Source: an optimization exercise on an open RTL-to-GDS flow (aim: small area and a short achievable clock period). Production flows keep margins and buffers that such runs may drop.
Function was checked by simulation only, so behaviour that the tests miss may differ from the original.
The clock input has no modelled driver; a real chip could not lean on it and would need a root buffer or a full tree.

## rev 12
## rgb2hue
module rgb2hue(
        input clock,
        input reset_n,
        input in_valid,
        input [7:0] in_red,
        input [7:0] in_green,
        input [7:0] in_blue,
        input in_visual,
        input in_done,
        output out_valid,
        output [7:0] out_red,
        output [7:0] out_green,
        output [7:0] out_blue,
        output [7:0] out_hue,
        output out_visual,
        output out_done
    );
export LEC_CHECK = 0
export CAP_MARGIN = 20
export CORE_MARGIN = 2
export CORE_UTILIZATION = 40
export SLEW_MARGIN = 20
create_clock -name core_clock -period 20.0 [get_ports {clock}]
standard.sh (not shown) runs the stock make flow with config.mk's settings and CLKGATE_MAP_FILE= SYNTH_SCRIPT=/design/flow/synth_recipe.tcl, a recipe that flattens the netlist after the stock synthesis.
==> flow/flow/run.sh <==
#!/bin/bash
# Layout flow: the standard flow with these changes.
# 1. Synthesis is the standard flow's synthesis script with a delay-targeted ABC mapping
#    (flow/abc_map.script) in place of ORFS's ABC script, and without the
#    full-adder extraction (whose fa/ha cells make slow ripple chains).
#    Registers and their names are the same as in the standard synthesis.
# 2. The ports get small buffers, and placement and routing repair aim at
#    setup slack beyond the 20 ns constraint (SETUP_SLACK_MARGIN).
# 3. CTS is replaced by flow/clock_tree.tcl: four clock buffers, one level.
# Each step's output goes to a log file of its own in the work folder.
set -euo pipefail
W=$(pwd)
M=${MARGIN:-15.35}
{
  head -n 1 synth_recipe.tcl
  echo "proc abc {args} { set i [lsearch \$args -script]; if {\$i >= 0} { lset args [expr {\$i + 1}] $W/flow/abc_map.script }; yosys abc {*}\$args }"
  tail -n +2 synth_recipe.tcl
} > flow_synth.tcl
bash standard.sh SYNTH_SCRIPT=$W/flow_synth.tcl ADDER_MAP_FILE= synth > synth.log 2>&1
bash standard.sh SETUP_SLACK_MARGIN=$M "BUFFER_PORTS_ARGS=-buffer_cell sky130_fd_sc_hd__buf_1" place > place.log 2>&1
bash standard.sh SETUP_SLACK_MARGIN=$M RUN_SCRIPT=$W/flow/clock_tree.tcl RUN_LOG_NAME_STEM=4_1_cts run > cts.log 2>&1
bash standard.sh SETUP_SLACK_MARGIN=$M finish > finish.log 2>&1
==> flow/flow/clock_tree.tcl <==
# Clock tree made by hand in place of CTS, two levels of clkbuf_16: the
# clock port drives TOP buffers, each of which drives LEAVES / TOP leaf
# buffers, each of which drives the flip-flops of one region of the design.
# The regions come from splitting the flip-flops in halves at the median x,
# then the median y, and so on, so all leaves carry the same load. Every
# flip-flop's clock goes through the same two buffers kinds, so the clock
# arrives at all of them at nearly the same time. Then the usual post-CTS
# repair and legalization.
utl::set_metrics_stage "cts__{}"
source $::env(SCRIPTS_DIR)/load.tcl
erase_non_stage_variables cts
load_design 3_place.odb 3_place.sdc

set block [ord::get_db_block]
set db [ord::get_db]
set clk_net [$block findNet clock]
set master [$db findMaster sky130_fd_sc_hd__clkbuf_16]

set sinks {}
foreach it [$clk_net getITerms] {
  set loc [[$it getInst] getLocation]
  lappend sinks [list $it [lindex $loc 0] [lindex $loc 1]]
}
puts "clock sinks: [llength $sinks]"

set top_n 4
set leaf_n 8
set top_cell sky130_fd_sc_hd__inv_16
set leaf_cell sky130_fd_sc_hd__inv_16

# Split items ({object x y}) into n groups of equal size by recursive
# bisection, cutting along x first and then alternating.
proc split { items n idx } {
  if { $n <= 1 } {
    return [list $items]
  }
  set s [lsort -integer -index $idx $items]
  set h [expr {[llength $s] / 2}]
  set next [expr {$idx == 1 ? 2 : 1}]
  return [concat [split [lrange $s 0 [expr {$h - 1}]] [expr {$n / 2}] $next] \
    [split [lrange $s $h end] [expr {$n / 2}] $next]]
}

proc centroid { g } {
  set sx 0
  set sy 0
  foreach s $g {
    set sx [expr {$sx + [lindex $s 1]}]
    set sy [expr {$sy + [lindex $s 2]}]
  }
  set n [llength $g]
  return [list [expr {$sx / $n}] [expr {$sy / $n}]]
}

# A cell of the given master (a buffer or an inverter) at (x, y) whose
# input is on net in, driving a new net.
proc add_driver { name master_name in x y } {
  set block [ord::get_db_block]
  set master [[ord::get_db] findMaster $master_name]
  set inst [odb::dbInst_create $block $master $name]
  set net [odb::dbNet_create $block ${name}_net]
  $net setSigType CLOCK
  [$inst findITerm A] connect $in
  foreach mt [$master getMTerms] {
    if {[$mt getIoType] eq "OUTPUT"} { [$inst findITerm [$mt getName]] connect $net }
  }
  $inst setLocation $x $y
  $inst setPlacementStatus PLACED
  return $net
}

set leaves {}
set i 0
foreach g [split $sinks $leaf_n 1] {
  set c [centroid $g]
  lappend leaves [list $g [lindex $c 0] [lindex $c 1]]
}
set t 0
foreach tg [split $leaves $top_n 1] {
  set c [centroid $tg]
  set top_net [add_driver clkbuf_top_$t $top_cell $clk_net [lindex $c 0] [lindex $c 1]]
  puts "top clock buffer $t: [llength $tg] leaves at $c"
  foreach leaf $tg {
    set leaf_net [add_driver clkbuf_leaf_$i $leaf_cell $top_net [lindex $leaf 1] [lindex $leaf 2]]
    foreach s [lindex $leaf 0] {
      set it [lindex $s 0]
      $it disconnect
      $it connect $leaf_net
    }
    puts "leaf clock buffer $i: [llength [lindex $leaf 0]] sinks at [lrange $leaf 1 2]"
    incr i
  }
  incr t
}
global_connect

set_propagated_clock [all_clocks]
set_placement_padding -global \
  -left $::env(CELL_PAD_IN_SITES_DETAIL_PLACEMENT) \
  -right $::env(CELL_PAD_IN_SITES_DETAIL_PLACEMENT)
detailed_placement
log_cmd estimate_parasitics -placement
report_clock_latency
repair_timing_helper
detailed_placement
check_placement -verbose
report_metrics 4 "cts final"
orfs_write_db $::env(RESULTS_DIR)/4_1_cts.odb
orfs_write_sdc $::env(RESULTS_DIR)/4_cts.sdc
Other scripts of this flow, unchanged in this note and not shown: flow/flow/abc_map.script
Rev 12 | stages: all done | timing, DRC, antenna: all pass
Changes in rev 13 relative to rev 12:
-- flow/flow/run.sh --
<<< rev 12, line 11
set -euo pipefail
W=$(pwd)
M=${MARGIN:-15.35}
{
  head -n 1 synth_recipe.tcl
>>> rev 13, line 11
set -euo pipefail
W=$(pwd)
M=${MARGIN:-15.3}
{
  head -n 1 synth_recipe.tcl
-- flow/flow/clock_tree.tcl --
<<< rev 12, line 26
set top_n 4
set leaf_n 8
set top_cell sky130_fd_sc_hd__inv_16
set leaf_cell sky130_fd_sc_hd__inv_16

>>> rev 13, line 26
set top_n 4
set leaf_n 8
set top_cell sky130_fd_sc_hd__inv_8
set leaf_cell sky130_fd_sc_hd__inv_16

Findings:
Rev 13 finished every step from synthesis to the final layout, and the layout passed the timing, design-rule and antenna checks. NOTE: area of combinational cells with multiple inputs in rev 13 falls short of that of rev 12. Reported for rev 13 and rev 12, number of max-cap violations turned out identical to the last digit. The sum of routed wire length over all layers reported for rev 13 is smaller than that of rev 12 by 1.7%. Rev 13 against rev 12: sequential cell count was more or less identical, net total in the final layout saw little to no change. Relative to rev 12, the share of the final layout cell area in multi-input gates of rev 13 is higher by 0.23 points. Per the comparison of rev 13 with rev 12, post-layout instance area lower, share of final-layout standard cells stronger than drive strength 1 decreased by 2.4 points relative to the old numbers, global-route usage level.
No run of this note takes its clock network from TritonCTS; it comes from the design's own scripts or RTL.

port drivers added, routing unchanged:
The results above use ideal ports. As a check the final layouts listed here were re-extracted and re-timed, cells and wires unchanged. Step 1 assumes that a clkbuf_16 drives the clock port and a buf_2 every other input. Step 2 adds t to the input delays and takes it off the output delays; t is the mean of the earliest and latest rising clock arrival at the registers after step 1. Input paths then give back, and output paths get back, about the clock's delay inside the block. Slacks: ideal ports / drivers / drivers and shift; pairs: ideal ports / drivers.
| run | shift t [ns] | slack for setup (ns) | worst hold slack (ns) | worst setup path at the end | worst register clock-pin slew, ns |
|---|---|---|---|---|---|
| rev 12 | 0.305 | 15.388 / 15.207 / 15.302 | 0.319 / 0.318 / 0.318 | input to register | 0.09 / 0.09 |
| rev 13 | 0.274 | 15.356 / 15.217 / 15.237 | 0.315 / 0.314 / 0.314 | input to register | 0.09 / 0.09 |
After both steps every run listed still meets setup and hold. For rev 13, which loses most, drivers alone change the setup slack by -0.139 ns; drivers and shift together by -0.119 ns.
